Context: an optimization exercise on an open-source flow, tuned for small area and few clock cycles. The choices shown serve that exercise and are no tape-out recipe. In this exercise RTL edits were held to simulation tests only and were not proved equivalent to the original. Power figures rest on the tool's default switching activity, not on a simulated workload.

===== flow/flow/run.sh =====
#!/bin/bash
# Own flow: the standard ORFS flow, but synthesis maps logic with an area-oriented ABC script
# (flow/abc_area.script) and leaves adders to ABC instead of mapping them to full/half-adder
# cells. Everything else (registers, their names, floorplan, place, CTS, route) is standard.
set -euo pipefail
W=$(pwd)
cp -r "$FLOW_HOME/scripts" "$W/scripts_own"
cp "$W/flow/abc_area.script" "$W/scripts_own/abc_area.script"
bash "$W/standard.sh" SCRIPTS_DIR="$W/scripts_own" ADDER_MAP_FILE= synth > "$W/own_synth.log" 2>&1
bash "$W/standard.sh" finish > "$W/own_finish.log" 2>&1

===== flow/config.mk =====
export PLATFORM = sky130hd
export DESIGN_NAME = qdec_ctx_init
export DESIGN_NICKNAME = qdec_ctx_init
export VERILOG_FILES = /design/flow/design.v
export SDC_FILE = /design/flow/constraint.sdc
export NUM_CORES = 4
export LEC_CHECK = 0
export ABC_AREA = 1
export CAP_MARGIN = 20
export CORE_MARGIN = 2
export CORE_UTILIZATION = 40
export SLEW_MARGIN = 20
export SYNTH_MEMORY_MAX_BITS = 65536

===== flow/standard.sh =====
#!/bin/bash
# synth_recipe.tcl (not shown) runs the flow's synth.tcl, then flattens the netlist and writes it again
# the make line also repeats each setting of config.mk as NAME=value (left out here)
make -C /OpenROAD-flow-scripts/flow DESIGN_CONFIG=/design/flow/config.mk WORK_HOME=/design/flow/orfs CLKGATE_MAP_FILE= SYNTH_SCRIPT=/design/flow/synth_recipe.tcl "${@:-finish}"

===== flow/design.v =====
module qdec_ctx_init (
    input clk,
    input rst_n,
    input  logic       ctx_init_start,
    input  logic [5:0] qp,
    output logic [9:0] ctx_init_addr,
    output logic [6:0] ctx_init_wdata,
    output logic       ctx_init_we,
    output logic       ctx_init_done_intr
);
function automatic logic [7:0] ctx_init_value_rom(input logic [9:0] i);
    case(i)
    10'd0: ctx_init_value_rom = 8'd153;
    10'd1: ctx_init_value_rom = 8'd153;
    10'd2: ctx_init_value_rom = 8'd153;
    10'd3: ctx_init_value_rom = 8'd153;
    10'd4: ctx_init_value_rom = 8'd153;
    10'd5: ctx_init_value_rom = 8'd153;
    10'd6: ctx_init_value_rom = 8'd200;
    10'd7: ctx_init_value_rom = 8'd185;
    10'd8: ctx_init_value_rom = 8'd160;
    10'd9: ctx_init_value_rom = 8'd200;
    10'd10: ctx_init_value_rom = 8'd185;
    10'd11: ctx_init_value_rom = 8'd160;
    10'd12: ctx_init_value_rom = 8'd139;
    10'd13: ctx_init_value_rom = 8'd141;
    10'd14: ctx_init_value_rom = 8'd157;
    10'd15: ctx_init_value_rom = 8'd107;
    10'd16: ctx_init_value_rom = 8'd139;
    10'd17: ctx_init_value_rom = 8'd126;
    10'd18: ctx_init_value_rom = 8'd107;
    10'd19: ctx_init_value_rom = 8'd139;
    10'd20: ctx_init_value_rom = 8'd126;
    10'd21: ctx_init_value_rom = 8'd154;
    10'd22: ctx_init_value_rom = 8'd154;
    10'd23: ctx_init_value_rom = 8'd154;
    10'd24: ctx_init_value_rom = 8'd197;
    10'd25: ctx_init_value_rom = 8'd185;
    10'd26: ctx_init_value_rom = 8'd201;
    10'd27: ctx_init_value_rom = 8'd197;
    10'd28: ctx_init_value_rom = 8'd185;
    10'd29: ctx_init_value_rom = 8'd201;
    10'd30: ctx_init_value_rom = 8'd149;
    10'd31: ctx_init_value_rom = 8'd134;
    10'd32: ctx_init_value_rom = 8'd184;
    10'd33: ctx_init_value_rom = 8'd154;
    10'd34: ctx_init_value_rom = 8'd139;
    10'd35: ctx_init_value_rom = 8'd154;
    10'd36: ctx_init_value_rom = 8'd154;
    10'd37: ctx_init_value_rom = 8'd154;
    10'd38: ctx_init_value_rom = 8'd139;
    10'd39: ctx_init_value_rom = 8'd154;
    10'd40: ctx_init_value_rom = 8'd154;
    10'd41: ctx_init_value_rom = 8'd184;
    10'd42: ctx_init_value_rom = 8'd154;
    10'd43: ctx_init_value_rom = 8'd183;
    10'd44: ctx_init_value_rom = 8'd63;
    10'd45: ctx_init_value_rom = 8'd152;
    10'd46: ctx_init_value_rom = 8'd152;
    10'd47: ctx_init_value_rom = 8'd79;
    10'd48: ctx_init_value_rom = 8'd79;
    10'd49: ctx_init_value_rom = 8'd110;
    10'd50: ctx_init_value_rom = 8'd154;
    10'd51: ctx_init_value_rom = 8'd122;
    10'd52: ctx_init_value_rom = 8'd137;
    10'd53: ctx_init_value_rom = 8'd95;
    10'd54: ctx_init_value_rom = 8'd79;
    10'd55: ctx_init_value_rom = 8'd63;
    10'd56: ctx_init_value_rom = 8'd31;
    10'd57: ctx_init_value_rom = 8'd31;
    10'd58: ctx_init_value_rom = 8'd95;
    10'd59: ctx_init_value_rom = 8'd79;
    10'd60: ctx_init_value_rom = 8'd63;
    10'd61: ctx_init_value_rom = 8'd31;
    10'd62: ctx_init_value_rom = 8'd31;
    10'd63: ctx_init_value_rom = 8'd153;
    10'd64: ctx_init_value_rom = 8'd153;
    10'd65: ctx_init_value_rom = 8'd153;
    10'd66: ctx_init_value_rom = 8'd153;
    10'd67: ctx_init_value_rom = 8'd153;
    10'd68: ctx_init_value_rom = 8'd153;
    10'd69: ctx_init_value_rom = 8'd153;
    10'd70: ctx_init_value_rom = 8'd153;
    10'd71: ctx_init_value_rom = 8'd168;
    10'd72: ctx_init_value_rom = 8'd168;
    10'd73: ctx_init_value_rom = 8'd168;
    10'd74: ctx_init_value_rom = 8'd168;
    10'd75: ctx_init_value_rom = 8'd153;
    10'd76: ctx_init_value_rom = 8'd138;
    10'd77: ctx_init_value_rom = 8'd138;
    10'd78: ctx_init_value_rom = 8'd124;
    10'd79: ctx_init_value_rom = 8'd138;
    10'd80: ctx_init_value_rom = 8'd94;
    10'd81: ctx_init_value_rom = 8'd224;
    10'd82: ctx_init_value_rom = 8'd167;
    10'd83: ctx_init_value_rom = 8'd122;
    10'd84: ctx_init_value_rom = 8'd111;
    10'd85: ctx_init_value_rom = 8'd141;
    10'd86: ctx_init_value_rom = 8'd153;
    10'd87: ctx_init_value_rom = 8'd111;
    10'd88: ctx_init_value_rom = 8'd153;
    10'd89: ctx_init_value_rom = 8'd111;
    10'd90: ctx_init_value_rom = 8'd94;
    10'd91: ctx_init_value_rom = 8'd138;
    10'd92: ctx_init_value_rom = 8'd182;
    10'd93: ctx_init_value_rom = 8'd154;
    10'd94: ctx_init_value_rom = 8'd149;
    10'd95: ctx_init_value_rom = 8'd107;
    10'd96: ctx_init_value_rom = 8'd167;
    10'd97: ctx_init_value_rom = 8'd154;
    10'd98: ctx_init_value_rom = 8'd149;
    10'd99: ctx_init_value_rom = 8'd92;
    10'd100: ctx_init_value_rom = 8'd167;
    10'd101: ctx_init_value_rom = 8'd154;
    10'd102: ctx_init_value_rom = 8'd154;
    10'd103: ctx_init_value_rom = 8'd154;
    10'd104: ctx_init_value_rom = 8'd154;
    10'd105: ctx_init_value_rom = 8'd94;
    10'd106: ctx_init_value_rom = 8'd138;
    10'd107: ctx_init_value_rom = 8'd182;
    10'd108: ctx_init_value_rom = 8'd154;
    10'd109: ctx_init_value_rom = 8'd149;
    10'd110: ctx_init_value_rom = 8'd107;
    10'd111: ctx_init_value_rom = 8'd167;
    10'd112: ctx_init_value_rom = 8'd154;
    10'd113: ctx_init_value_rom = 8'd149;
    10'd114: ctx_init_value_rom = 8'd92;
    10'd115: ctx_init_value_rom = 8'd167;
    10'd116: ctx_init_value_rom = 8'd154;
    10'd117: ctx_init_value_rom = 8'd154;
    10'd118: ctx_init_value_rom = 8'd154;
    10'd119: ctx_init_value_rom = 8'd154;
    10'd120: ctx_init_value_rom = 8'd140;
    10'd121: ctx_init_value_rom = 8'd198;
    10'd122: ctx_init_value_rom = 8'd169;
    10'd123: ctx_init_value_rom = 8'd198;
    10'd124: ctx_init_value_rom = 8'd140;
    10'd125: ctx_init_value_rom = 8'd198;
    10'd126: ctx_init_value_rom = 8'd169;
    10'd127: ctx_init_value_rom = 8'd198;
    10'd128: ctx_init_value_rom = 8'd154;
    10'd129: ctx_init_value_rom = 8'd154;
    10'd130: ctx_init_value_rom = 8'd154;
    10'd131: ctx_init_value_rom = 8'd154;
    10'd132: ctx_init_value_rom = 8'd154;
    10'd133: ctx_init_value_rom = 8'd154;
    10'd134: ctx_init_value_rom = 8'd139;
    10'd135: ctx_init_value_rom = 8'd139;
    10'd136: ctx_init_value_rom = 8'd139;
    10'd137: ctx_init_value_rom = 8'd139;
    10'd138: ctx_init_value_rom = 8'd139;
    10'd139: ctx_init_value_rom = 8'd139;
    10'd140: ctx_init_value_rom = 8'd110;
    10'd141: ctx_init_value_rom = 8'd110;
    10'd142: ctx_init_value_rom = 8'd124;
    10'd143: ctx_init_value_rom = 8'd125;
    10'd144: ctx_init_value_rom = 8'd140;
    10'd145: ctx_init_value_rom = 8'd153;
    10'd146: ctx_init_value_rom = 8'd125;
    10'd147: ctx_init_value_rom = 8'd127;
    10'd148: ctx_init_value_rom = 8'd140;
    10'd149: ctx_init_value_rom = 8'd109;
    10'd150: ctx_init_value_rom = 8'd111;
    10'd151: ctx_init_value_rom = 8'd143;
    10'd152: ctx_init_value_rom = 8'd127;
    10'd153: ctx_init_value_rom = 8'd111;
    10'd154: ctx_init_value_rom = 8'd79;
    10'd155: ctx_init_value_rom = 8'd108;
    10'd156: ctx_init_value_rom = 8'd123;
    10'd157: ctx_init_value_rom = 8'd63;
    10'd158: ctx_init_value_rom = 8'd125;
    10'd159: ctx_init_value_rom = 8'd110;
    10'd160: ctx_init_value_rom = 8'd94;
    10'd161: ctx_init_value_rom = 8'd110;
    10'd162: ctx_init_value_rom = 8'd95;
    10'd163: ctx_init_value_rom = 8'd79;
    10'd164: ctx_init_value_rom = 8'd125;
    10'd165: ctx_init_value_rom = 8'd111;
    10'd166: ctx_init_value_rom = 8'd110;
    10'd167: ctx_init_value_rom = 8'd78;
    10'd168: ctx_init_value_rom = 8'd110;
    10'd169: ctx_init_value_rom = 8'd111;
    10'd170: ctx_init_value_rom = 8'd111;
    10'd171: ctx_init_value_rom = 8'd95;
    10'd172: ctx_init_value_rom = 8'd94;
    10'd173: ctx_init_value_rom = 8'd108;
    10'd174: ctx_init_value_rom = 8'd123;
    10'd175: ctx_init_value_rom = 8'd108;
    10'd176: ctx_init_value_rom = 8'd125;
    10'd177: ctx_init_value_rom = 8'd110;
    10'd178: ctx_init_value_rom = 8'd124;
    10'd179: ctx_init_value_rom = 8'd110;
    10'd180: ctx_init_value_rom = 8'd95;
    10'd181: ctx_init_value_rom = 8'd94;
    10'd182: ctx_init_value_rom = 8'd125;
    10'd183: ctx_init_value_rom = 8'd111;
    10'd184: ctx_init_value_rom = 8'd111;
    10'd185: ctx_init_value_rom = 8'd79;
    10'd186: ctx_init_value_rom = 8'd125;
    10'd187: ctx_init_value_rom = 8'd126;
    10'd188: ctx_init_value_rom = 8'd111;
    10'd189: ctx_init_value_rom = 8'd111;
    10'd190: ctx_init_value_rom = 8'd79;
    10'd191: ctx_init_value_rom = 8'd108;
    10'd192: ctx_init_value_rom = 8'd123;
    10'd193: ctx_init_value_rom = 8'd93;
    10'd194: ctx_init_value_rom = 8'd110;
    10'd195: ctx_init_value_rom = 8'd110;
    10'd196: ctx_init_value_rom = 8'd124;
    10'd197: ctx_init_value_rom = 8'd125;
    10'd198: ctx_init_value_rom = 8'd140;
    10'd199: ctx_init_value_rom = 8'd153;
    10'd200: ctx_init_value_rom = 8'd125;
    10'd201: ctx_init_value_rom = 8'd127;
    10'd202: ctx_init_value_rom = 8'd140;
    10'd203: ctx_init_value_rom = 8'd109;
    10'd204: ctx_init_value_rom = 8'd111;
    10'd205: ctx_init_value_rom = 8'd143;
    10'd206: ctx_init_value_rom = 8'd127;
    10'd207: ctx_init_value_rom = 8'd111;
    10'd208: ctx_init_value_rom = 8'd79;
    10'd209: ctx_init_value_rom = 8'd108;
    10'd210: ctx_init_value_rom = 8'd123;
    10'd211: ctx_init_value_rom = 8'd63;
    10'd212: ctx_init_value_rom = 8'd125;
    10'd213: ctx_init_value_rom = 8'd110;
    10'd214: ctx_init_value_rom = 8'd94;
    10'd215: ctx_init_value_rom = 8'd110;
    10'd216: ctx_init_value_rom = 8'd95;
    10'd217: ctx_init_value_rom = 8'd79;
    10'd218: ctx_init_value_rom = 8'd125;
    10'd219: ctx_init_value_rom = 8'd111;
    10'd220: ctx_init_value_rom = 8'd110;
    10'd221: ctx_init_value_rom = 8'd78;
    10'd222: ctx_init_value_rom = 8'd110;
    10'd223: ctx_init_value_rom = 8'd111;
    10'd224: ctx_init_value_rom = 8'd111;
    10'd225: ctx_init_value_rom = 8'd95;
    10'd226: ctx_init_value_rom = 8'd94;
    10'd227: ctx_init_value_rom = 8'd108;
    10'd228: ctx_init_value_rom = 8'd123;
    10'd229: ctx_init_value_rom = 8'd108;
    10'd230: ctx_init_value_rom = 8'd125;
    10'd231: ctx_init_value_rom = 8'd110;
    10'd232: ctx_init_value_rom = 8'd124;
    10'd233: ctx_init_value_rom = 8'd110;
    10'd234: ctx_init_value_rom = 8'd95;
    10'd235: ctx_init_value_rom = 8'd94;
    10'd236: ctx_init_value_rom = 8'd125;
    10'd237: ctx_init_value_rom = 8'd111;
    10'd238: ctx_init_value_rom = 8'd111;
    10'd239: ctx_init_value_rom = 8'd79;
    10'd240: ctx_init_value_rom = 8'd125;
    10'd241: ctx_init_value_rom = 8'd126;
    10'd242: ctx_init_value_rom = 8'd111;
    10'd243: ctx_init_value_rom = 8'd111;
    10'd244: ctx_init_value_rom = 8'd79;
    10'd245: ctx_init_value_rom = 8'd108;
    10'd246: ctx_init_value_rom = 8'd123;
    10'd247: ctx_init_value_rom = 8'd93;
    10'd248: ctx_init_value_rom = 8'd91;
    10'd249: ctx_init_value_rom = 8'd171;
    10'd250: ctx_init_value_rom = 8'd134;
    10'd251: ctx_init_value_rom = 8'd141;
    10'd252: ctx_init_value_rom = 8'd121;
    10'd253: ctx_init_value_rom = 8'd140;
    10'd254: ctx_init_value_rom = 8'd61;
    10'd255: ctx_init_value_rom = 8'd154;
    10'd256: ctx_init_value_rom = 8'd121;
    10'd257: ctx_init_value_rom = 8'd140;
    10'd258: ctx_init_value_rom = 8'd61;
    10'd259: ctx_init_value_rom = 8'd154;
    10'd260: ctx_init_value_rom = 8'd111;
    10'd261: ctx_init_value_rom = 8'd111;
    10'd262: ctx_init_value_rom = 8'd125;
    10'd263: ctx_init_value_rom = 8'd110;
    10'd264: ctx_init_value_rom = 8'd110;
    10'd265: ctx_init_value_rom = 8'd94;
    10'd266: ctx_init_value_rom = 8'd124;
    10'd267: ctx_init_value_rom = 8'd108;
    10'd268: ctx_init_value_rom = 8'd124;
    10'd269: ctx_init_value_rom = 8'd107;
    10'd270: ctx_init_value_rom = 8'd125;
    10'd271: ctx_init_value_rom = 8'd141;
    10'd272: ctx_init_value_rom = 8'd179;
    10'd273: ctx_init_value_rom = 8'd153;
    10'd274: ctx_init_value_rom = 8'd125;
    10'd275: ctx_init_value_rom = 8'd107;
    10'd276: ctx_init_value_rom = 8'd125;
    10'd277: ctx_init_value_rom = 8'd141;
    10'd278: ctx_init_value_rom = 8'd179;
    10'd279: ctx_init_value_rom = 8'd153;
    10'd280: ctx_init_value_rom = 8'd125;
    10'd281: ctx_init_value_rom = 8'd107;
    10'd282: ctx_init_value_rom = 8'd125;
    10'd283: ctx_init_value_rom = 8'd141;
    10'd284: ctx_init_value_rom = 8'd179;
    10'd285: ctx_init_value_rom = 8'd153;
    10'd286: ctx_init_value_rom = 8'd125;
    10'd287: ctx_init_value_rom = 8'd140;
    10'd288: ctx_init_value_rom = 8'd139;
    10'd289: ctx_init_value_rom = 8'd182;
    10'd290: ctx_init_value_rom = 8'd182;
    10'd291: ctx_init_value_rom = 8'd152;
    10'd292: ctx_init_value_rom = 8'd136;
    10'd293: ctx_init_value_rom = 8'd152;
    10'd294: ctx_init_value_rom = 8'd136;
    10'd295: ctx_init_value_rom = 8'd153;
    10'd296: ctx_init_value_rom = 8'd136;
    10'd297: ctx_init_value_rom = 8'd139;
    10'd298: ctx_init_value_rom = 8'd111;
    10'd299: ctx_init_value_rom = 8'd136;
    10'd300: ctx_init_value_rom = 8'd139;
    10'd301: ctx_init_value_rom = 8'd111;
    10'd302: ctx_init_value_rom = 8'd155;
    10'd303: ctx_init_value_rom = 8'd154;
    10'd304: ctx_init_value_rom = 8'd139;
    10'd305: ctx_init_value_rom = 8'd153;
    10'd306: ctx_init_value_rom = 8'd139;
    10'd307: ctx_init_value_rom = 8'd123;
    10'd308: ctx_init_value_rom = 8'd123;
    10'd309: ctx_init_value_rom = 8'd63;
    10'd310: ctx_init_value_rom = 8'd153;
    10'd311: ctx_init_value_rom = 8'd166;
    10'd312: ctx_init_value_rom = 8'd183;
    10'd313: ctx_init_value_rom = 8'd140;
    10'd314: ctx_init_value_rom = 8'd136;
    10'd315: ctx_init_value_rom = 8'd153;
    10'd316: ctx_init_value_rom = 8'd154;
    10'd317: ctx_init_value_rom = 8'd166;
    10'd318: ctx_init_value_rom = 8'd183;
    10'd319: ctx_init_value_rom = 8'd140;
    10'd320: ctx_init_value_rom = 8'd136;
    10'd321: ctx_init_value_rom = 8'd153;
    10'd322: ctx_init_value_rom = 8'd154;
    10'd323: ctx_init_value_rom = 8'd166;
    10'd324: ctx_init_value_rom = 8'd183;
    10'd325: ctx_init_value_rom = 8'd140;
    10'd326: ctx_init_value_rom = 8'd136;
    10'd327: ctx_init_value_rom = 8'd153;
    10'd328: ctx_init_value_rom = 8'd154;
    10'd329: ctx_init_value_rom = 8'd170;
    10'd330: ctx_init_value_rom = 8'd153;
    10'd331: ctx_init_value_rom = 8'd123;
    10'd332: ctx_init_value_rom = 8'd123;
    10'd333: ctx_init_value_rom = 8'd107;
    10'd334: ctx_init_value_rom = 8'd121;
    10'd335: ctx_init_value_rom = 8'd107;
    10'd336: ctx_init_value_rom = 8'd121;
    10'd337: ctx_init_value_rom = 8'd167;
    10'd338: ctx_init_value_rom = 8'd151;
    10'd339: ctx_init_value_rom = 8'd183;
    10'd340: ctx_init_value_rom = 8'd140;
    10'd341: ctx_init_value_rom = 8'd151;
    10'd342: ctx_init_value_rom = 8'd183;
    10'd343: ctx_init_value_rom = 8'd140;
    10'd344: ctx_init_value_rom = 8'd170;
    10'd345: ctx_init_value_rom = 8'd154;
    10'd346: ctx_init_value_rom = 8'd139;
    10'd347: ctx_init_value_rom = 8'd153;
    10'd348: ctx_init_value_rom = 8'd139;
    10'd349: ctx_init_value_rom = 8'd123;
    10'd350: ctx_init_value_rom = 8'd123;
    10'd351: ctx_init_value_rom = 8'd63;
    10'd352: ctx_init_value_rom = 8'd124;
    10'd353: ctx_init_value_rom = 8'd166;
    10'd354: ctx_init_value_rom = 8'd183;
    10'd355: ctx_init_value_rom = 8'd140;
    10'd356: ctx_init_value_rom = 8'd136;
    10'd357: ctx_init_value_rom = 8'd153;
    10'd358: ctx_init_value_rom = 8'd154;
    10'd359: ctx_init_value_rom = 8'd166;
    10'd360: ctx_init_value_rom = 8'd183;
    10'd361: ctx_init_value_rom = 8'd140;
    10'd362: ctx_init_value_rom = 8'd136;
    10'd363: ctx_init_value_rom = 8'd153;
    10'd364: ctx_init_value_rom = 8'd154;
    10'd365: ctx_init_value_rom = 8'd166;
    10'd366: ctx_init_value_rom = 8'd183;
    10'd367: ctx_init_value_rom = 8'd140;
    10'd368: ctx_init_value_rom = 8'd136;
    10'd369: ctx_init_value_rom = 8'd153;
    10'd370: ctx_init_value_rom = 8'd154;
    10'd371: ctx_init_value_rom = 8'd170;
    10'd372: ctx_init_value_rom = 8'd153;
    10'd373: ctx_init_value_rom = 8'd138;
    10'd374: ctx_init_value_rom = 8'd138;
    10'd375: ctx_init_value_rom = 8'd122;
    10'd376: ctx_init_value_rom = 8'd121;
    10'd377: ctx_init_value_rom = 8'd122;
    10'd378: ctx_init_value_rom = 8'd121;
    10'd379: ctx_init_value_rom = 8'd167;
    10'd380: ctx_init_value_rom = 8'd151;
    10'd381: ctx_init_value_rom = 8'd183;
    10'd382: ctx_init_value_rom = 8'd140;
    10'd383: ctx_init_value_rom = 8'd151;
    10'd384: ctx_init_value_rom = 8'd183;
    10'd385: ctx_init_value_rom = 8'd140;
    10'd386: ctx_init_value_rom = 8'd141;
    10'd387: ctx_init_value_rom = 8'd111;
    10'd388: ctx_init_value_rom = 8'd140;
    10'd389: ctx_init_value_rom = 8'd140;
    10'd390: ctx_init_value_rom = 8'd140;
    10'd391: ctx_init_value_rom = 8'd140;
    10'd392: ctx_init_value_rom = 8'd140;
    10'd393: ctx_init_value_rom = 8'd92;
    10'd394: ctx_init_value_rom = 8'd137;
    10'd395: ctx_init_value_rom = 8'd138;
    10'd396: ctx_init_value_rom = 8'd140;
    10'd397: ctx_init_value_rom = 8'd152;
    10'd398: ctx_init_value_rom = 8'd138;
    10'd399: ctx_init_value_rom = 8'd139;
    10'd400: ctx_init_value_rom = 8'd153;
    10'd401: ctx_init_value_rom = 8'd74;
    10'd402: ctx_init_value_rom = 8'd149;
    10'd403: ctx_init_value_rom = 8'd92;
    10'd404: ctx_init_value_rom = 8'd139;
    10'd405: ctx_init_value_rom = 8'd107;
    10'd406: ctx_init_value_rom = 8'd122;
    10'd407: ctx_init_value_rom = 8'd152;
    10'd408: ctx_init_value_rom = 8'd140;
    10'd409: ctx_init_value_rom = 8'd179;
    10'd410: ctx_init_value_rom = 8'd166;
    10'd411: ctx_init_value_rom = 8'd182;
    10'd412: ctx_init_value_rom = 8'd140;
    10'd413: ctx_init_value_rom = 8'd227;
    10'd414: ctx_init_value_rom = 8'd122;
    10'd415: ctx_init_value_rom = 8'd197;
    10'd416: ctx_init_value_rom = 8'd154;
    10'd417: ctx_init_value_rom = 8'd196;
    10'd418: ctx_init_value_rom = 8'd196;
    10'd419: ctx_init_value_rom = 8'd167;
    10'd420: ctx_init_value_rom = 8'd154;
    10'd421: ctx_init_value_rom = 8'd152;
    10'd422: ctx_init_value_rom = 8'd167;
    10'd423: ctx_init_value_rom = 8'd182;
    10'd424: ctx_init_value_rom = 8'd182;
    10'd425: ctx_init_value_rom = 8'd134;
    10'd426: ctx_init_value_rom = 8'd149;
    10'd427: ctx_init_value_rom = 8'd136;
    10'd428: ctx_init_value_rom = 8'd153;
    10'd429: ctx_init_value_rom = 8'd121;
    10'd430: ctx_init_value_rom = 8'd136;
    10'd431: ctx_init_value_rom = 8'd137;
    10'd432: ctx_init_value_rom = 8'd169;
    10'd433: ctx_init_value_rom = 8'd194;
    10'd434: ctx_init_value_rom = 8'd166;
    10'd435: ctx_init_value_rom = 8'd167;
    10'd436: ctx_init_value_rom = 8'd154;
    10'd437: ctx_init_value_rom = 8'd167;
    10'd438: ctx_init_value_rom = 8'd137;
    10'd439: ctx_init_value_rom = 8'd182;
    10'd440: ctx_init_value_rom = 8'd154;
    10'd441: ctx_init_value_rom = 8'd196;
    10'd442: ctx_init_value_rom = 8'd167;
    10'd443: ctx_init_value_rom = 8'd167;
    10'd444: ctx_init_value_rom = 8'd154;
    10'd445: ctx_init_value_rom = 8'd152;
    10'd446: ctx_init_value_rom = 8'd167;
    10'd447: ctx_init_value_rom = 8'd182;
    10'd448: ctx_init_value_rom = 8'd182;
    10'd449: ctx_init_value_rom = 8'd134;
    10'd450: ctx_init_value_rom = 8'd149;
    10'd451: ctx_init_value_rom = 8'd136;
    10'd452: ctx_init_value_rom = 8'd153;
    10'd453: ctx_init_value_rom = 8'd121;
    10'd454: ctx_init_value_rom = 8'd136;
    10'd455: ctx_init_value_rom = 8'd122;
    10'd456: ctx_init_value_rom = 8'd169;
    10'd457: ctx_init_value_rom = 8'd208;
    10'd458: ctx_init_value_rom = 8'd166;
    10'd459: ctx_init_value_rom = 8'd167;
    10'd460: ctx_init_value_rom = 8'd154;
    10'd461: ctx_init_value_rom = 8'd152;
    10'd462: ctx_init_value_rom = 8'd167;
    10'd463: ctx_init_value_rom = 8'd182;
    10'd464: ctx_init_value_rom = 8'd138;
    10'd465: ctx_init_value_rom = 8'd153;
    10'd466: ctx_init_value_rom = 8'd136;
    10'd467: ctx_init_value_rom = 8'd167;
    10'd468: ctx_init_value_rom = 8'd152;
    10'd469: ctx_init_value_rom = 8'd152;
    10'd470: ctx_init_value_rom = 8'd107;
    10'd471: ctx_init_value_rom = 8'd167;
    10'd472: ctx_init_value_rom = 8'd91;
    10'd473: ctx_init_value_rom = 8'd122;
    10'd474: ctx_init_value_rom = 8'd107;
    10'd475: ctx_init_value_rom = 8'd167;
    10'd476: ctx_init_value_rom = 8'd107;
    10'd477: ctx_init_value_rom = 8'd167;
    10'd478: ctx_init_value_rom = 8'd91;
    10'd479: ctx_init_value_rom = 8'd107;
    10'd480: ctx_init_value_rom = 8'd107;
    10'd481: ctx_init_value_rom = 8'd167;
    10'd482: ctx_init_value_rom = 8'd139;
    10'd483: ctx_init_value_rom = 8'd139;
    10'd484: ctx_init_value_rom = 8'd139;
    10'd485: ctx_init_value_rom = 8'd139;
    10'd486: ctx_init_value_rom = 8'd139;
    10'd487: ctx_init_value_rom = 8'd139;
    10'd488: ctx_init_value_rom = 8'd139;
    10'd489: ctx_init_value_rom = 8'd139;
    10'd490: ctx_init_value_rom = 8'd154;
    10'd491: ctx_init_value_rom = 8'd154;
    10'd492: ctx_init_value_rom = 8'd154;
    10'd493: ctx_init_value_rom = 8'd154;
    10'd494: ctx_init_value_rom = 8'd154;
    10'd495: ctx_init_value_rom = 8'd154;
    10'd496: ctx_init_value_rom = 8'd154;
    10'd497: ctx_init_value_rom = 8'd154;
    10'd498: ctx_init_value_rom = 8'd154;
    10'd499: ctx_init_value_rom = 8'd154;
    10'd500: ctx_init_value_rom = 8'd154;
    10'd501: ctx_init_value_rom = 8'd154;
    10'd502: ctx_init_value_rom = 8'd154;
    10'd503: ctx_init_value_rom = 8'd154;
    10'd504: ctx_init_value_rom = 8'd154;
    10'd505: ctx_init_value_rom = 8'd154;
    10'd506: ctx_init_value_rom = 8'd154;
    10'd507: ctx_init_value_rom = 8'd154;
    10'd508: ctx_init_value_rom = 8'd154;
    10'd509: ctx_init_value_rom = 8'd154;
    10'd510: ctx_init_value_rom = 8'd154;
    10'd511: ctx_init_value_rom = 8'd154;
    10'd512: ctx_init_value_rom = 8'd154;
    10'd513: ctx_init_value_rom = 8'd154;
    10'd514: ctx_init_value_rom = 8'd154;
    10'd515: ctx_init_value_rom = 8'd154;
    10'd516: ctx_init_value_rom = 8'd154;
    10'd517: ctx_init_value_rom = 8'd154;
    10'd518: ctx_init_value_rom = 8'd154;
    10'd519: ctx_init_value_rom = 8'd154;
    10'd520: ctx_init_value_rom = 8'd154;
    10'd521: ctx_init_value_rom = 8'd154;
    10'd522: ctx_init_value_rom = 8'd154;
    10'd523: ctx_init_value_rom = 8'd154;
    10'd524: ctx_init_value_rom = 8'd154;
    10'd525: ctx_init_value_rom = 8'd154;
    10'd526: ctx_init_value_rom = 8'd154;
    10'd527: ctx_init_value_rom = 8'd154;
    10'd528: ctx_init_value_rom = 8'd154;
    10'd529: ctx_init_value_rom = 8'd154;
    10'd530: ctx_init_value_rom = 8'd154;
    10'd531: ctx_init_value_rom = 8'd154;
    10'd532: ctx_init_value_rom = 8'd154;
    10'd533: ctx_init_value_rom = 8'd154;
    10'd534: ctx_init_value_rom = 8'd154;
    10'd535: ctx_init_value_rom = 8'd154;
    10'd536: ctx_init_value_rom = 8'd154;
    10'd537: ctx_init_value_rom = 8'd154;
    10'd538: ctx_init_value_rom = 8'd154;
    10'd539: ctx_init_value_rom = 8'd154;
    10'd540: ctx_init_value_rom = 8'd154;
    10'd541: ctx_init_value_rom = 8'd154;
    10'd542: ctx_init_value_rom = 8'd154;
    10'd543: ctx_init_value_rom = 8'd154;
    10'd544: ctx_init_value_rom = 8'd154;
    10'd545: ctx_init_value_rom = 8'd154;
    10'd546: ctx_init_value_rom = 8'd154;
    10'd547: ctx_init_value_rom = 8'd154;
    10'd548: ctx_init_value_rom = 8'd154;
    10'd549: ctx_init_value_rom = 8'd154;
    10'd550: ctx_init_value_rom = 8'd154;
    10'd551: ctx_init_value_rom = 8'd154;
    10'd552: ctx_init_value_rom = 8'd154;
    10'd553: ctx_init_value_rom = 8'd154;
    10'd554: ctx_init_value_rom = 8'd154;
    10'd555: ctx_init_value_rom = 8'd154;
    10'd556: ctx_init_value_rom = 8'd154;
    10'd557: ctx_init_value_rom = 8'd154;
    10'd558: ctx_init_value_rom = 8'd154;
    10'd559: ctx_init_value_rom = 8'd154;
    10'd560: ctx_init_value_rom = 8'd154;
    10'd561: ctx_init_value_rom = 8'd154;
    10'd562: ctx_init_value_rom = 8'd154;
    10'd563: ctx_init_value_rom = 8'd154;
    10'd564: ctx_init_value_rom = 8'd154;
    10'd565: ctx_init_value_rom = 8'd154;
    10'd566: ctx_init_value_rom = 8'd154;
    default: ctx_init_value_rom = 8'd0;
    endcase
endfunction
logic [9:0] cnt, cnt_next;
logic       run;
logic       last;
assign last     = (cnt == 10'd566);
assign cnt_next = ctx_init_start ? 10'd0 : cnt + 10'd1;
always_ff @(posedge clk) cnt <= cnt_next;
always_ff @(posedge clk)
    if (!rst_n) run <= 1'b0;
    else run <= ctx_init_start | (run & ~last);
logic [7:0] init_value_next;
logic [3:0] slope_u, offset_r;
assign init_value_next = ctx_init_value_rom(cnt_next);
assign slope_u  = init_value_next[7:4] + 4'd7;
assign offset_r = init_value_next[3:0];
logic [7:0]  qp5;
logic [12:0] y;
logic [8:0]  yq;
logic [6:0]  pre_c;
assign qp5   = {2'd0, qp} + {qp, 2'b00};
assign y     = {10'd0, slope_u[2:0]} * {5'd0, qp5} - (slope_u[3] ? {2'b0, qp5, 3'b000} : 13'd0)
             + {2'd0, offset_r, 7'd0} + 13'd4096;
assign yq    = y[12:4];
assign pre_c = (yq < 9'd273) ? 7'd1 : (yq > 9'd398) ? 7'd126 : (yq[6:0] - 7'd16);
logic [6:0] wdata_r;
always_ff @(posedge clk) wdata_r <= {pre_c[5:0] ^ {6{~pre_c[6]}}, pre_c[6]};
assign ctx_init_addr      = cnt;
assign ctx_init_wdata     = wdata_r;
assign ctx_init_we        = run;
assign ctx_init_done_intr = run & last;
endmodule

===== flow/flow/abc_area.script =====
strash
&get -n
&deepsyn -T 30
&put
dch
amap
topo

===== flow/constraint.sdc =====
create_clock -name core_clock -period 10.0 [get_ports {clk}]
set_input_delay 2.0000 -clock core_clock [delete_from_list [all_inputs] [get_ports {clk}]]
set_output_delay 2.0000 -clock core_clock [all_outputs]
set_load 0.01 [all_outputs]

==> results.sh, run 1 <==
export IMPL_outcome="finished clean"
export IMPL_finalCriticalPeriod_ns=9.41
export IMPL_overflow=0
export IMPL_holdWs_ns=0.603
export IMPL_drv_slew=0
export IMPL_max_cap_viol_count=0
export IMPL_drt_initial_drc_count=1914
export IMPL_tightest_slew_ns=0.963
export IMPL_ys_warn_count=1
export IMPL_cp_required_ns=10.12
export IMPL_fp_dieArea_mm2=0.0122
export IMPL_ys_seq_area_share_pct=7.97
export IMPL_netlist_area_mm2=0.00452
export IMPL_drt_wl_total_um=29400
export IMPL_layout_commonest_cell="nor2_1"
export IMPL_final_cell_mix="nor2_1 (296), o21ai_0 (102), clkinv_1 (93), buf_4 (79), nand2_1 (67)"
export IMPL_path_clk_slew_ns=0.06
export IMPL_die_w_um=110
export IMPL_grt_use_total_pct=49.0
export IMPL_cts_tree="yes"
export IMPL_clock_sinks=18
export IMPL_min_period_over_period_pct=94.1
export IMPL_fmax_mhz=106
export IMPL_r2r_slack_ns=1.03
export IMPL_syn_to_final_growth_pct=27.6
export IMPL_leakagePower_nw=2.11
export IMPL_ir_drop_v=0.000218
export IMPL_power_density_mw_per_mm2=105
export IMPL_worst_path_max_fanout=14
export IMPL_critPathCaptureType="flip-flop"
export IMPL_finalCoreUtilization_pct=52.7
export IMPL_wl_per_cell_um=26.0
export IMPL_synth_net_count=885
export IMPL_placedCellCount=1122
export IMPL_holdBufCountCts=0
export IMPL_antenna_found_initial=0
export IMPL_cp_slowest_stage_delay_ns=0.50
export IMPL_ys_ff_latch=18
export IMPL_fill_cells=1177
export IMPL_ios=28
export IMPL_final_setup_skew_ns=0.00667
export IMPL_grt_pass1_vias=6999
export IMPL_dr_pass1_iters=13
export IMPL_hpwl_um=22300
export IMPL_layout_drive_gt1_share_pct=10.8
export IMPL_regArea_um2=360
export IMPL_setup_viol=0
export IMPL_dieHeight_um=110
export IMPL_hold_class="reg -> reg"
export IMPL_rows=38
export IMPL_io_buffers=27
export IMPL_antenna_left=0
export IMPL_htree_levels=1
export IMPL_critPathKind="in -> reg"
export IMPL_vias=7987
export IMPL_grt_pass1_wl_um=42800
export IMPL_cts_inserted_buffers=3
export IMPL_clock_latency_ns=0.26
export IMPL_viasPerCell=7.07
export IMPL_globalplace_congestion=1.25
export IMPL_fin_cells=1130
export IMPL_drc_errors=0
export IMPL_cpMostUsedCell="nor2_1"
export IMPL_cts_root_buf="clkbuf_16"
export IMPL_avgSynthCellArea_um2=5.16
export IMPL_nNetsFinal=999
export IMPL_multi_input_area_mm2=0.00387
export IMPL_final_hold_violation_count=0
export IMPL_finalWorstSetupSlack_ns=0.589
export IMPL_dpl_worst_slack_ns=0.223
export IMPL_start_util_pct=41.3
export IMPL_cp_start_kind="input port"
export IMPL_grt_max_degree=34
export IMPL_core_area_mm2=0.0109
export IMPL_synth_distinct_cells=42
export IMPL_crit_arrival_ns=9.53
export IMPL_syn_inst=876
export IMPL_critPathSlowestCell="o21ai_0"
export IMPL_maxSlewHeadroom_pct=35.3
export IMPL_clockBufferDepth=2
-- worst paths after layout --
check / from / cells after the start / end
hold / removal: run$_SDFF_PN0_ / 3 / run$_SDFF_PN0_
setup / recovery: ctx_init_start / 45 / wdata_r[2]$_DFF_P_
setup reg to reg: cnt[1]$_DFF_P_ / 53 / wdata_r[2]$_DFF_P_
hold reg to reg: run$_SDFF_PN0_ / 3 / run$_SDFF_PN0_
-- stage by stage --
step / total power, mW / TNS [ns] / area, µm²
5_1_grt: 0.649 / -0.00915 / 5760
6_report: 0.605 / 0 / 5770
3_3_place_gp: 0.485 / 0 / 5580
4_1_cts: 0.576 / 0 / 5680
3_5_place_dp: 0.482 / 0 / 5590
2_1_floorplan: 0.335 / 0 / 4520
-- report_power, final --
| group | internal (mW) | switching [mW] |
|---|---|---|
| logic | 0.159 | 0.256 |
| clock network | 0.0610 | 0.0298 |
| registers | 0.0925 | 0.00635 |
-- metal layers --
metal  routed length (µm)  global-route usage, %
met2                10300                   62.9
met3                 5490                   29.0
met5                    0                   1.79
met4                 2870                   30.9
met1                10700                   60.8
-- Yosys cell counts --
cell | n | area (µm²)
a31oi_1 | 20 | 125
a32oi_1 | 2 | 17.5
a21o_1 | 10 | 75.1
o22a_1 | 4 | 35.0
o32a_1 | 4 | 40.0
o31a_1 | 1 | 8.76
o2111ai_1 | 2 | 17.5
o32ai_1 | 7 | 61.3
nor2_1 | 303 | 1140
nor3b_1 | 1 | 7.51
and3_1 | 1 | 6.26
o31ai_1 | 4 | 30.0
o311a_1 | 3 | 30.0
o221a_1 | 4 | 45.0
nor4_1 | 5 | 31.3
a21oi_1 | 64 | 320
a211oi_1 | 8 | 60.1
nor2b_1 | 2 | 12.5
and2_0 | 1 | 6.26
o41a_1 | 1 | 11.3
a222oi_1 | 1 | 10.0
a311oi_1 | 11 | 96.3
clkinv_1 | 95 | 357
a2111oi_0 | 2 | 17.5
o221ai_1 | 10 | 87.6
nand3_1 | 8 | 40.0
a22oi_1 | 1 | 7.51
or2_0 | 12 | 75.1
o22ai_1 | 14 | 87.6
a221oi_1 | 3 | 26.3
o311ai_0 | 5 | 43.8
a41oi_1 | 1 | 8.76
nor3_1 | 41 | 205
o21ai_0 | 112 | 561
o211ai_1 | 5 | 37.5
o21a_1 | 13 | 97.6
o211a_1 | 1 | 10.0
or3_1 | 7 | 43.8
dfxtp_1 | 18 | 360
a311o_1 | 1 | 10.0
or4_1 | 1 | 7.51
nand2_1 | 67 | 251
-- kinds of logic after synthesis --
kind of cell,Yosys count,synth area share (%)
and+or+nand+nor,449,40.4
DFF,18,7.97
buffers and inverters,95,7.89
AOI/OAI and AO/OA,314,43.8
-- worst max-delay path: cells and delay by family --
kind,cells,cell delay (ns)
buffers and inverters,9,1.76
AND/OR/NAND/NOR,22,3.13
AO/OA/AOI/OAI,14,2.64
-- registers in the layout, summed over array words and instances (netlist names) --
signal and cells:
cnt 10, run 1, wdata_r 7
-- final cells by class --
cell class	instances	area share, %
well taps	140	3.04
clock buffers	4	1.54
repair buffers	109	15.8
multi-input cells	763	67.2
flip-flops and latches	18	6.25
inverters	95	6.18
diodes	1	0.0434
-- what timing repair did --
action                                  CTS  global route
endpoints found under the setup margin    0             7
resized for setup                         0            28
setup buffers                             0             3
Testbench counts, summed over its fixed seeds: cycles 36,296.
==> run 2, diff against run 1 <==
==> flow/flow/abc_area.script (replaced) <==
strash
&get -n
&deepsyn -T 30
&put
dch
amap
topo
strash
dch
amap
topo
--- a/flow/config.mk
+++ b/flow/config.mk
@@ -8,6 +8,6 @@
 export ABC_AREA = 1
 export CAP_MARGIN = 20
 export CORE_MARGIN = 2
-export CORE_UTILIZATION = 40
+export CORE_UTILIZATION = 30
 export SLEW_MARGIN = 20
 export SYNTH_MEMORY_MAX_BITS = 65536
==> results.sh, run 2 <==
export IMPL_clkPwrFrac_pct=14.4
export IMPL_holdBufCountCts=0
export IMPL_cp_required_ns=10.18
export IMPL_final_cell_mix="nor2_1 (294), buf_4 (178), clkinv_1 (87), o21ai_0 (80)"
export IMPL_globalplace_congestion=1.17
export IMPL_clock_sinks=18
export IMPL_comb_power_share_pct=71.4
export IMPL_leakagePower_nw=2.69
export IMPL_clock_latency_ns=0.26
export IMPL_drt_initial_drc_count=1634
export IMPL_ys_warn_count=1
export IMPL_vias=8161
export IMPL_ys_ff_latch=18
export IMPL_layout_drive_gt1_share_pct=19.7
export IMPL_design_area_mm2=0.00657
export IMPL_io_buffers=27
export IMPL_cts_setup_buffers=0
export IMPL_syn_to_final_growth_pct=46.4
export IMPL_power_density_mw_per_mm2=105
export IMPL_netSwitchingFraction_pct=47.1
export IMPL_largest_register_ffs=10
export IMPL_reg_largest_list="cnt (10), wdata_r (7), run (1)"
export IMPL_grt_max_degree=34
export IMPL_cp_slowest_stage_delay_ns=0.51
export IMPL_ctsResizeCount=0
export IMPL_netlist_area_leader_share_pct=25.6
export IMPL_finalCoreUtilization_pct=45.1
export IMPL_antenna_found_initial=3
export IMPL_drv_slew=0
export IMPL_overflow=0
export IMPL_seq_power_share_pct=14.2
export IMPL_synth_distinct_cells=42
export IMPL_ys_seq_area_share_pct=8.03
export IMPL_maxSlewHeadroom_pct=32.6
export IMPL_hold_class="reg -> reg"
export IMPL_synth_commonest_cells="nor2_1 (306), clkinv_1 (92), o21ai_0 (90), a21oi_1 (63), nand2_1 (60)"
export IMPL_viasPerCell=6.44
export IMPL_rows=44
export IMPL_ir_drop_v=0.0000774
export IMPL_die_w_um=126
export IMPL_antenna_left=0
export IMPL_fmax_mhz=107
export IMPL_netlist_area_mm2=0.00449
export IMPL_final_hold_violation_count=0
export IMPL_crit_arrival_ns=9.52
export IMPL_total_power_mw=0.688
export IMPL_hpwl_um=26400
export IMPL_critPathCaptureType="flip-flop"
export IMPL_path_clk_slew_ns=0.07
export IMPL_setup_tns_ns=0
export IMPL_p_int_mw=0.364
export IMPL_finalCriticalPeriod_ns=9.34
export IMPL_drc_errors=0
export IMPL_outcome="finished clean"
export IMPL_clockBufferDepth=2
export IMPL_critPathKind="in -> reg"
export IMPL_tightest_slew_ns=0.998
export IMPL_cts_root_buf="clkbuf_16"
export IMPL_layout_commonest_cell="nor2_1"
export IMPL_max_cap_viol_count=0
export IMPL_start_util_pct=30.8
export IMPL_placedCellCount=1260
export IMPL_wl_per_cell_um=26.7
export IMPL_dr_pass1_iters=8
export IMPL_fin_cells=1267
export IMPL_final_setup_skew_ns=0.00268
export IMPL_fp_dieArea_mm2=0.0160
export IMPL_ios=28
export IMPL_grt_use_total_pct=41.4
export IMPL_htree_levels=1
export IMPL_core_area_mm2=0.0146
export IMPL_min_period_over_period_pct=93.4
export IMPL_cp_start_kind="input port"
export IMPL_switchingPower_mw=0.324
export IMPL_worst_path_max_fanout=9
export IMPL_synth_flop_cell="dfxtp_1"
export IMPL_largest_register="cnt"
export IMPL_cts_inserted_buffers=3
export IMPL_synth_top_area_cell="nor2_1"
export IMPL_cts_tree="yes"
export IMPL_synth_edff_count=0
export IMPL_fill_cells=1611
export IMPL_synth_most_common_cell="nor2_1"
export IMPL_dpl_cell_area_mm2=0.00639
export IMPL_cpMostUsedCell="nor2_1"
export IMPL_syn_inst=868
export IMPL_dieHeight_um=126
export IMPL_drt_wl_total_um=33800
export IMPL_synth_area_top_cells="nor2_1 (26%), o21ai_0 (10%), dfxtp_1 (8.0%), clkinv_1 (7.7%), a21oi_1 (7.0%)"
export IMPL_nNetsFinal=1090
export IMPL_synth_net_count=877
export IMPL_grt_pass1_wl_um=49200
export IMPL_avgSynthCellArea_um2=5.17
export IMPL_asyncSetResetFlopFracSynth_pct=0
export IMPL_grt_pass1_vias=7597
export IMPL_critPathSlowestCell="clkdlybuf4s50_1"
export IMPL_setup_viol=0
==> run 2: cell count changes in the layout (fill, tap and decap cells not counted), moves of 5 or more <==
cell / previous run / this run
nand2_1: 67 / 59
buf_4: 79 / 178
a311oi_1: 11 / 3
nor3_1: 38 / 50
o21ai_0: 102 / 80
a31oi_1: 19 / 25
nand3_1: 8 / 13
o32a_1: 4 / 9
clkinv_1: 93 / 87
o22ai_1: 13 / 20
==> run 2: per-layer routing <==
layer	wire length, µm	GRT usage, %	part of all wire [%]
met4	2870	25.6	8.5
met3	5150	15.9	15
met5	0	0	0
met2	13400	60.0	40
met1	12300	51.7	36
==> run 2: final cells by class <==
cell class / count / area, µm² / share of cell area, %
diodes: 3 / 7.51 / 0.114
repair buffers: 208 / 1670 / 25.4
well taps: 184 / 230 / 3.50
inverters: 92 / 352 / 5.35
flip-flops and latches: 18 / 360 / 5.48
clock buffers: 4 / 88.8 / 1.35
multi-input cells: 758 / 3870 / 58.9
==> run 2: cell families (layout without fill, tap and decap cells) <==
group           Yosys count  count (layout)  share of synthesized area (%)
buf+inv                  92             304                           7.69
flops                    18              18                           8.03
other cells               0               3                              0
compound gates          304             304                           43.1
simple gates            454             454                           41.2
==> run 2: per-stage QoR <==
| stage | hold WS, ns | setup WS [ns] |
|---|---|---|
| final | 0.665 | 0.658 |
| after global placement | 0.637 | -0.00674 |
| after detailed placement | 0.656 | -0.0491 |
| after global routing | 0.681 | -0.0580 |
| after floorplan | 0.608 | 0.133 |
| after CTS | 0.666 | 0.200 |
==> run 2: worst max-delay path: cells and delay by family <==
family	cells	cell delay (ns)
AO/OA/AOI/OAI	16	2.64
buffers and inverters	11	2.29
AND/OR/NAND/NOR	20	2.55
==> run 2: worst paths after layout <==
kind                   endpoint           start  slack, ns  cells past startpoint
min reg2reg      run$_SDFF_PN0_  run$_SDFF_PN0_       0.66                      3
max          wdata_r[1]$_DFF_P_  ctx_init_start       0.66                     47
max reg2reg  wdata_r[1]$_DFF_P_  cnt[0]$_DFF_P_       1.43                     57
min              run$_SDFF_PN0_  run$_SDFF_PN0_       0.66                      3
==> run 2: power groups by stage <==
stage	Combinational, mW	Clock [mW]	Sequential, mW
floorplan	0.229	0	0.108
global placement	0.457	0	0.0988
detailed placement	0.457	0	0.0995
CTS	0.459	0.0994	0.0976
global route	0.528	0.102	0.0992
finish	0.491	0.0988	0.0978
==> run 3, diff against run 2 <==
--- a/flow/design.v
+++ b/flow/design.v
@@ -580,18 +580,20 @@
     default: ctx_init_value_rom = 8'd0;
     endcase
 endfunction
-logic [9:0] cnt, cnt_next;
+logic [9:0] cnt, cnt_dec;
 logic       run;
 logic       last;
-assign last     = (cnt == 10'd566);
-assign cnt_next = ctx_init_start ? 10'd0 : cnt + 10'd1;
-always_ff @(posedge clk) cnt <= cnt_next;
+assign last    = (cnt == 10'd0);
+assign cnt_dec = cnt - 10'd1;
+always_ff @(posedge clk)
+    if (ctx_init_start) cnt <= 10'd566;
+    else cnt <= cnt_dec;
 always_ff @(posedge clk)
     if (!rst_n) run <= 1'b0;
     else run <= ctx_init_start | (run & ~last);
 logic [7:0] init_value_next;
 logic [3:0] slope_u, offset_r;
-assign init_value_next = ctx_init_value_rom(cnt_next);
+assign init_value_next = ctx_init_value_rom(cnt_dec);
 assign slope_u  = init_value_next[7:4] + 4'd7;
 assign offset_r = init_value_next[3:0];
 logic [7:0]  qp5;
@@ -604,7 +606,9 @@
 assign yq    = y[12:4];
 assign pre_c = (yq < 9'd273) ? 7'd1 : (yq > 9'd398) ? 7'd126 : (yq[6:0] - 7'd16);
 logic [6:0] wdata_r;
-always_ff @(posedge clk) wdata_r <= {pre_c[5:0] ^ {6{~pre_c[6]}}, pre_c[6]};
+always_ff @(posedge clk)
+    if (ctx_init_start) wdata_r <= 7'd1;
+    else wdata_r <= {pre_c[5:0] ^ {6{~pre_c[6]}}, pre_c[6]};
 assign ctx_init_addr      = cnt;
 assign ctx_init_wdata     = wdata_r;
 assign ctx_init_we        = run;
--- a/flow/config.mk
+++ b/flow/config.mk
@@ -8,6 +8,6 @@
 export ABC_AREA = 1
 export CAP_MARGIN = 20
 export CORE_MARGIN = 2
-export CORE_UTILIZATION = 30
+export CORE_UTILIZATION = 35
 export SLEW_MARGIN = 20
 export SYNTH_MEMORY_MAX_BITS = 65536
==> results.sh, run 3 <==
export IMPL_cp_required_ns=10.11
export IMPL_finalWorstSetupSlack_ns=0.658
export IMPL_top_layer="met5"
export IMPL_syn_inst=854
export IMPL_finalCoreUtilization_pct=44.8
export IMPL_nNetsFinal=966
export IMPL_rows=41
export IMPL_dieHeight_um=117
export IMPL_antenna_left=0
export IMPL_power_density_mw_per_mm2=140
export IMPL_avgSynthCellArea_um2=5.22
export IMPL_max_cap_viol_count=0
export IMPL_tightest_slew_ns=1.42
export IMPL_fmax_mhz=107
export IMPL_reg_largest_list="cnt (10), wdata_r (7), run (1)"
export IMPL_ys_ff_latch=18
export IMPL_syn_to_final_growth_pct=25.8
export IMPL_vias=8084
export IMPL_largest_register="cnt"
export IMPL_crit_arrival_ns=9.46
export IMPL_ir_drop_v=0.000120
export IMPL_clock_latency_ns=0.28
export IMPL_placedCellCount=1124
export IMPL_layout_commonest_cell="nor2_1"
export IMPL_grt_max_degree=33
export IMPL_worst_path_max_fanout=13
export IMPL_multi_input_area_mm2=0.00383
export IMPL_dpl_worst_slack_ns=1.24
export IMPL_finalCriticalPeriod_ns=9.34
export IMPL_comb_power_share_pct=74.6
export IMPL_wl_per_cell_um=30.3
export IMPL_asyncSetResetFlopFracSynth_pct=0
export IMPL_setup_tns_ns=0
export IMPL_fp_dieArea_mm2=0.0137
export IMPL_diodes=0
export IMPL_netSwitchingFraction_pct=56.2
export IMPL_globalplace_congestion=1.20
export IMPL_cpMostUsedCell="nor2_1"
export IMPL_grt_pass1_wl_um=48400
export IMPL_layout_drive_gt1_share_pct=8.58
export IMPL_outcome="finished clean"
export IMPL_cts_root_buf="clkbuf_16"
export IMPL_synth_area_top_cells="nor2_1 (24%), o21ai_0 (8.6%), nor3_1 (8.3%), dfxtp_1 (8.1%), clkinv_1 (6.7%)"
export IMPL_fin_cells=1128
export IMPL_critPathCaptureType="flip-flop"
export IMPL_ys_seq_area_share_pct=8.08
export IMPL_drv_slew=0
export IMPL_critPathSlowestCell="o31ai_1"
export IMPL_design_area_mm2=0.00561
export IMPL_fill_cells=1431
export IMPL_hpwl_um=25200
export IMPL_rsz0062_at_grt="no"
export IMPL_clock_sinks=18
export IMPL_wl_met2_um=12900
export IMPL_netlist_area_mm2=0.00446
export IMPL_cts_inserted_buffers=3
export IMPL_viasPerCell=7.17
export IMPL_drt_wl_total_um=34100
export IMPL_cts_tree="yes"
export IMPL_drt_met1_wl_um=11400
export IMPL_htree_levels=1
export IMPL_dpl_cell_area_mm2=0.00551
export IMPL_grt_pass1_vias=7349
export IMPL_switchingPower_mw=0.442
export IMPL_min_period_over_period_pct=93.4
export IMPL_cp_slowest_stage_delay_ns=1.11
export IMPL_regArea_um2=360
export IMPL_cp_start_kind="flip-flop"
export IMPL_ys_warn_count=1
export IMPL_synth_edff_count=0
export IMPL_p_int_mw=0.345
export IMPL_hold_class="reg -> reg"
export IMPL_maxSlewHeadroom_pct=4.93
export IMPL_synth_most_common_cell="nor2_1"
export IMPL_critPathKind="reg -> reg"
export IMPL_holdWs_ns=0.596
export IMPL_drc_errors=0
export IMPL_synth_top_area_cell="nor2_1"
export IMPL_largest_register_ffs=10
export IMPL_final_cell_mix="nor2_1 (284), clkinv_1 (79), o21ai_0 (75), nor3_1 (71), buf_4 (70)"
export IMPL_start_util_pct=35.6
export IMPL_synth_distinct_cells=42
export IMPL_drt_initial_drc_count=1677
export IMPL_cts_setup_buffers=0
export IMPL_leakagePower_nw=2.11
export IMPL_synth_net_count=863
export IMPL_total_power_mw=0.787
export IMPL_clockBufferDepth=2
export IMPL_core_area_mm2=0.0125
export IMPL_seq_power_share_pct=12.1
export IMPL_antenna_found_initial=3
export IMPL_dr_wl_met3_um=6210
export IMPL_synth_commonest_cells="nor2_1 (286), clkinv_1 (80), o21ai_0 (77), nor3_1 (74), nand2_1 (69)"
export IMPL_path_clk_slew_ns=0.08
export IMPL_final_setup_skew_ns=0.0153
export IMPL_die_w_um=117
export IMPL_final_hold_violation_count=0
export IMPL_overflow=0
export IMPL_dr_pass1_iters=11
export IMPL_synth_flop_cell="dfxtp_1"
export IMPL_ios=28
export IMPL_io_buffers=27
export IMPL_setup_viol=0
export IMPL_netlist_area_leader_share_pct=24.1
export IMPL_grt_use_total_pct=49.9
export IMPL_clkPwrFrac_pct=13.3
-- run 3: cell types whose count changed after synthesis, moves of 11 or more --
cell      before  now
clkinv_1      92   80
nor4_1         4   15
nor2_1       306  286
nor3_1        51   74
o221ai_1      14    3
o21ai_0       90   77
-- run 3: worst paths after layout --
check        depth (start not counted)              start                     to  slack, ns
min reg2reg                          3     run$_SDFF_PN0_         run$_SDFF_PN0_       0.60
max reg2reg                         49  cnt[0]$_SDFF_PP0_  wdata_r[6]$_SDFF_PP0_       0.66
min                                  3     run$_SDFF_PN0_         run$_SDFF_PN0_       0.60
max                                 49  cnt[0]$_SDFF_PP0_  wdata_r[6]$_SDFF_PP0_       0.66
-- run 3: cells by family after synthesis --
| kind of cell | count (synthesis) | synth area share, % |
|---|---|---|
| AOI/OAI and AO/OA | 282 | 40.7 |
| buffers and inverters | 80 | 6.73 |
| and+or+nand+nor | 474 | 44.4 |
| DFF | 18 | 8.08 |
-- run 3: routing by layer --
layer / vias to the layer above / global-route usage (%)
li1: 3315 / -
met1: 3611 / 55.9
met2: 834 / 68.4
met3: 318 / 30.4
met4: 6 / 37.3
met5: - / 0
-- run 3: what timing repair did --
action | 4_1_cts | 5_1_grt
resized for setup | 0 | 2
setup endpoints to repair | 0 | 6
hold buffers | 0 | 0
-- run 3: final cells by class --
class | count | area share [%]
multi-input combinational | 756 | 68.2
clock buffer | 4 | 1.58
sequential | 18 | 6.42
inverter | 80 | 5.37
timing repair buffer | 98 | 14.5
tap | 172 | 3.83
-- run 3: power by group through the flow --
stage	Clock (mW)	Combinational, mW	Sequential [mW]
finish	0.104	0.587	0.0952
detailed placement	0	0.534	0.0967
global placement	0	0.541	0.0955
global route	0.104	0.615	0.0960
CTS	0.0996	0.537	0.0948
floorplan	0	0.317	0.104
-- run 3: critical path: cells and delay by family, from the launching register on --
family,cells,cell delay [ns]
DFF,1,0.45
and+or+nand+nor,27,3.65
buffers and inverters,5,0.83
AOI/OAI and AO/OA,17,4.23
Testbench counts of run 3, summed over its fixed seeds: cycles 36,296.
==> run 4, diff against run 3 <==
==> flow/flow/run.sh (replaced) <==
#!/bin/bash
# Own flow: the standard ORFS flow (standard.sh), with two changes:
#  - synthesis maps the logic with an area-oriented ABC script (flow/abc_area.script) and leaves
#    adders to ABC instead of mapping them to full/half-adder cells; the registers, their
#    names and cells are as in the standard synthesis;
#  - the port buffers are sky130_fd_sc_hd__buf_1 (every input and output port still gets one).
# Each step's full output goes to its own log here (own_synth.log, own_finish.log) and to
# ORFS's logs under orfs/logs.
set -euo pipefail
W=$(pwd)
cp -r "$FLOW_HOME/scripts" "$W/scripts_own"
cp "$W/flow/abc_area.script" "$W/scripts_own/abc_area.script"
bash "$W/standard.sh" SCRIPTS_DIR="$W/scripts_own" ADDER_MAP_FILE= synth > "$W/own_synth.log" 2>&1
bash "$W/standard.sh" "BUFFER_PORTS_ARGS=-buffer_cell sky130_fd_sc_hd__buf_1" finish > "$W/own_finish.log" 2>&1
--- a/flow/config.mk
+++ b/flow/config.mk
@@ -9,5 +9,6 @@
 export CAP_MARGIN = 20
 export CORE_MARGIN = 2
 export CORE_UTILIZATION = 35
+export GPL_TIMING_DRIVEN = 0
 export SLEW_MARGIN = 20
 export SYNTH_MEMORY_MAX_BITS = 65536
==> results.sh, run 4 <==
export IMPL_outcome="finished clean"
export IMPL_final_cell_mix="nor2_1 (263), nor3_1 (72), o21ai_0 (72), nand2_1 (68), clkinv_1 (64)"
export IMPL_die_w_um=117
export IMPL_cts_tree="yes"
export IMPL_synth_flop_cell="dfxtp_1"
export IMPL_largest_register="cnt"
export IMPL_io_buffers=27
export IMPL_path_clk_slew_ns=0.05
export IMPL_tightest_slew_ns=1.05
export IMPL_finalCriticalPeriod_ns=9.55
export IMPL_dr_pass1_iters=8
export IMPL_synth_commonest_cells="nor2_1 (286), clkinv_1 (80), o21ai_0 (77), nor3_1 (74), nand2_1 (69)"
export IMPL_path_buf_inv=4
export IMPL_grt_pass1_vias=6608
export IMPL_hpwl_um=22300
export IMPL_grt_max_degree=45
export IMPL_cp_required_ns=10.11
export IMPL_ys_seq_area_share_pct=8.08
export IMPL_maxSlewHeadroom_pct=29.7
export IMPL_synth_area_top_cells="nor2_1 (24%), o21ai_0 (8.6%), nor3_1 (8.3%), dfxtp_1 (8.1%), clkinv_1 (6.7%)"
export IMPL_cpMostUsedCell="nor2_1"
export IMPL_reg_largest_list="cnt (10), wdata_r (7), run (1)"
export IMPL_holdBufCountCts=0
export IMPL_largest_register_ffs=10
export IMPL_fmax_mhz=105
export IMPL_power_density_mw_per_mm2=133
export IMPL_wl_per_cell_um=28.6
export IMPL_holdWs_ns=0.621
export IMPL_leakagePower_nw=1.83
export IMPL_grt_pass1_wl_um=43500
export IMPL_cp_start_kind="flip-flop"
export IMPL_ys_ff_latch=18
export IMPL_dieHeight_um=117
export IMPL_synth_distinct_cells=42
export IMPL_globalplace_congestion=1.12
export IMPL_clock_sinks=18
export IMPL_antenna_found_initial=2
export IMPL_syn_inst=854
export IMPL_layout_commonest_cell="nor2_1"
export IMPL_final_setup_skew_ns=0.00249
export IMPL_nNetsFinal=909
export IMPL_hold_class="reg -> reg"
export IMPL_crit_arrival_ns=9.66
export IMPL_vias=7707
export IMPL_path_delay_family="compound AO/OA/AOI/OAI gates"
export IMPL_drv_slew=0
export IMPL_critPathKind="reg -> reg"
export IMPL_finalCoreUtilization_pct=42.3
export IMPL_ys_warn_count=1
export IMPL_rsz0062_at_grt="no"
export IMPL_critPathSlowestCell="o21ai_0"
export IMPL_critPathCaptureType="flip-flop"
export IMPL_avgSynthCellArea_um2=5.22
export IMPL_cts_root_buf="clkbuf_16"
export IMPL_clock_latency_ns=0.25
export IMPL_cp_slowest_stage_delay_ns=0.65
export IMPL_grt_use_total_pct=43.7
export IMPL_netlist_area_mm2=0.00446
export IMPL_worst_path_max_fanout=15
export IMPL_asyncSetResetFlopFracSynth_pct=0
export IMPL_rows=41
export IMPL_syn_to_final_growth_pct=18.8
export IMPL_clockBufferDepth=2
export IMPL_htree_levels=1
export IMPL_drc_errors=0
export IMPL_core_area_mm2=0.0125
export IMPL_total_power_mw=0.705
export IMPL_drt_wl_total_um=30700
export IMPL_final_hold_violation_count=0
export IMPL_antenna_left=0
export IMPL_cts_inserted_buffers=3
export IMPL_overflow=0
export IMPL_drt_initial_drc_count=1589
export IMPL_min_period_over_period_pct=95.5
export IMPL_fp_dieArea_mm2=0.0137
export IMPL_synth_top_area_cell="nor2_1"
export IMPL_ios=28
export IMPL_ir_drop_v=0.000122
export IMPL_design_area_mm2=0.00530
export IMPL_synth_most_common_cell="nor2_1"
export IMPL_start_util_pct=35.6
export IMPL_synth_edff_count=0
export IMPL_dpl_cell_area_mm2=0.00494
export IMPL_setup_viol=0
export IMPL_viasPerCell=7.18
export IMPL_netlist_area_leader_share_pct=24.1
export IMPL_max_cap_viol_count=0
export IMPL_layout_drive_gt1_share_pct=8.23
export IMPL_synth_net_count=863
==> run 4: cell counts after synthesis <==
Identical to the previous run, type by type.
==> run 4: worst paths after layout <==
check,start,end,slack (ns),cells past startpoint
max,cnt[1]$_SDFF_PP1_,wdata_r[6]$_SDFF_PP0_,0.45,44
min,run$_SDFF_PN0_,run$_SDFF_PN0_,0.62,3
max reg2reg,cnt[1]$_SDFF_PP1_,wdata_r[6]$_SDFF_PP0_,0.45,44
min reg2reg,run$_SDFF_PN0_,run$_SDFF_PN0_,0.62,3
==> run 4: area by class of cell <==
cell class | count | area [µm²]
clock buffer | 4 | 88.8
inverter | 80 | 349
sequential | 18 | 370
fill | 1460 | 7220
tap | 172 | 215
antenna | 2 | 5.00
multi-input combinational | 757 | 3990
timing repair buffer | 40 | 279
==> run 4: per-stage QoR <==
stage | TNS, ns | setup WS, ns | std cells
global route | 0 | 0.0162 | 1071
floorplan | 0 | 0.157 | 854
finish | 0 | 0.453 | 1073
CTS | 0 | 0.0566 | 1062
global placement | -36.41 | -5.41 | 1053
detailed placement | -9.94 | -1.63 | 1058
==> run 4: kinds of logic after synthesis <==
group	synth area share [%]
flops	8.08
simple gates	44.4
compound gates	40.7
buf+inv	6.73
==> run 4: what timing repair did <==
action | in CTS | in global routing
setup endpoints to repair | 7 | 7
gates cloned | 0 | 1
resized for setup | 22 | 46
buffers inserted | 0 | 8
pin swaps | 0 | 4
==> run 4: worst min-delay path, cell delays in order (launching register included) <==
cell,delay [ns]
dfxtp_1,0.32
clkinv_1,0.06
nor2_1,0.04
o21a_1,0.16
==> run 4: report_power, final <==
group          leakage (nW)  total, mW  switching (mW)  internal, mW
Combinational          1.63      0.512           0.356         0.157
Clock                0.0442     0.0906          0.0296        0.0610
Sequential            0.149      0.102          0.0139        0.0878
==> run 4: per-layer routing <==
layer	track usage, %	part of all wire [%]
met3	16.5	16
met4	28.8	11
met2	63.2	39
met1	54.1	34
met5	0	0

[re-timing with driven ports]
Ports are ideal in the flow. The routed layouts listed here were re-timed in OpenROAD.
Step 1, drivers: a clkbuf_16 drives clk and a buf_2 each remaining input, both assumed.
Step 2 moves the port delays by t, midway between the first and last clock arrival at a register: inputs arrive t later, outputs are due t later. That takes back most of the time a late clock gives input paths.
Slacks: no drivers / after step 1 / after step 2; pairs: no drivers / after step 1.
run | t (ns) | setup slack, ns | worst setup path after step 2 | slew at the worst register clock pin (ns) | worst data-port slew with drivers (ns)
run 1 | 0.287 | 0.589 / 0.596 / 0.308 | input to register | 0.06 / 0.06 | 0.04
run 2 | 0.301 | 0.658 / 0.673 / 0.371 | input to register | 0.07 / 0.07 | 0.04
run 3 | 0.311 | 0.658 / 0.658 / 0.658 | register to register | 0.08 / 0.08 | 0.04
run 4 | 0.284 | 0.453 / 0.452 / 0.452 | register to register | 0.05 / 0.05 | 0.03
After both steps every run listed still meets setup and hold. For run 2, which loses most, drivers alone change the setup slack by +0.015 ns; drivers and shift together by -0.287 ns.
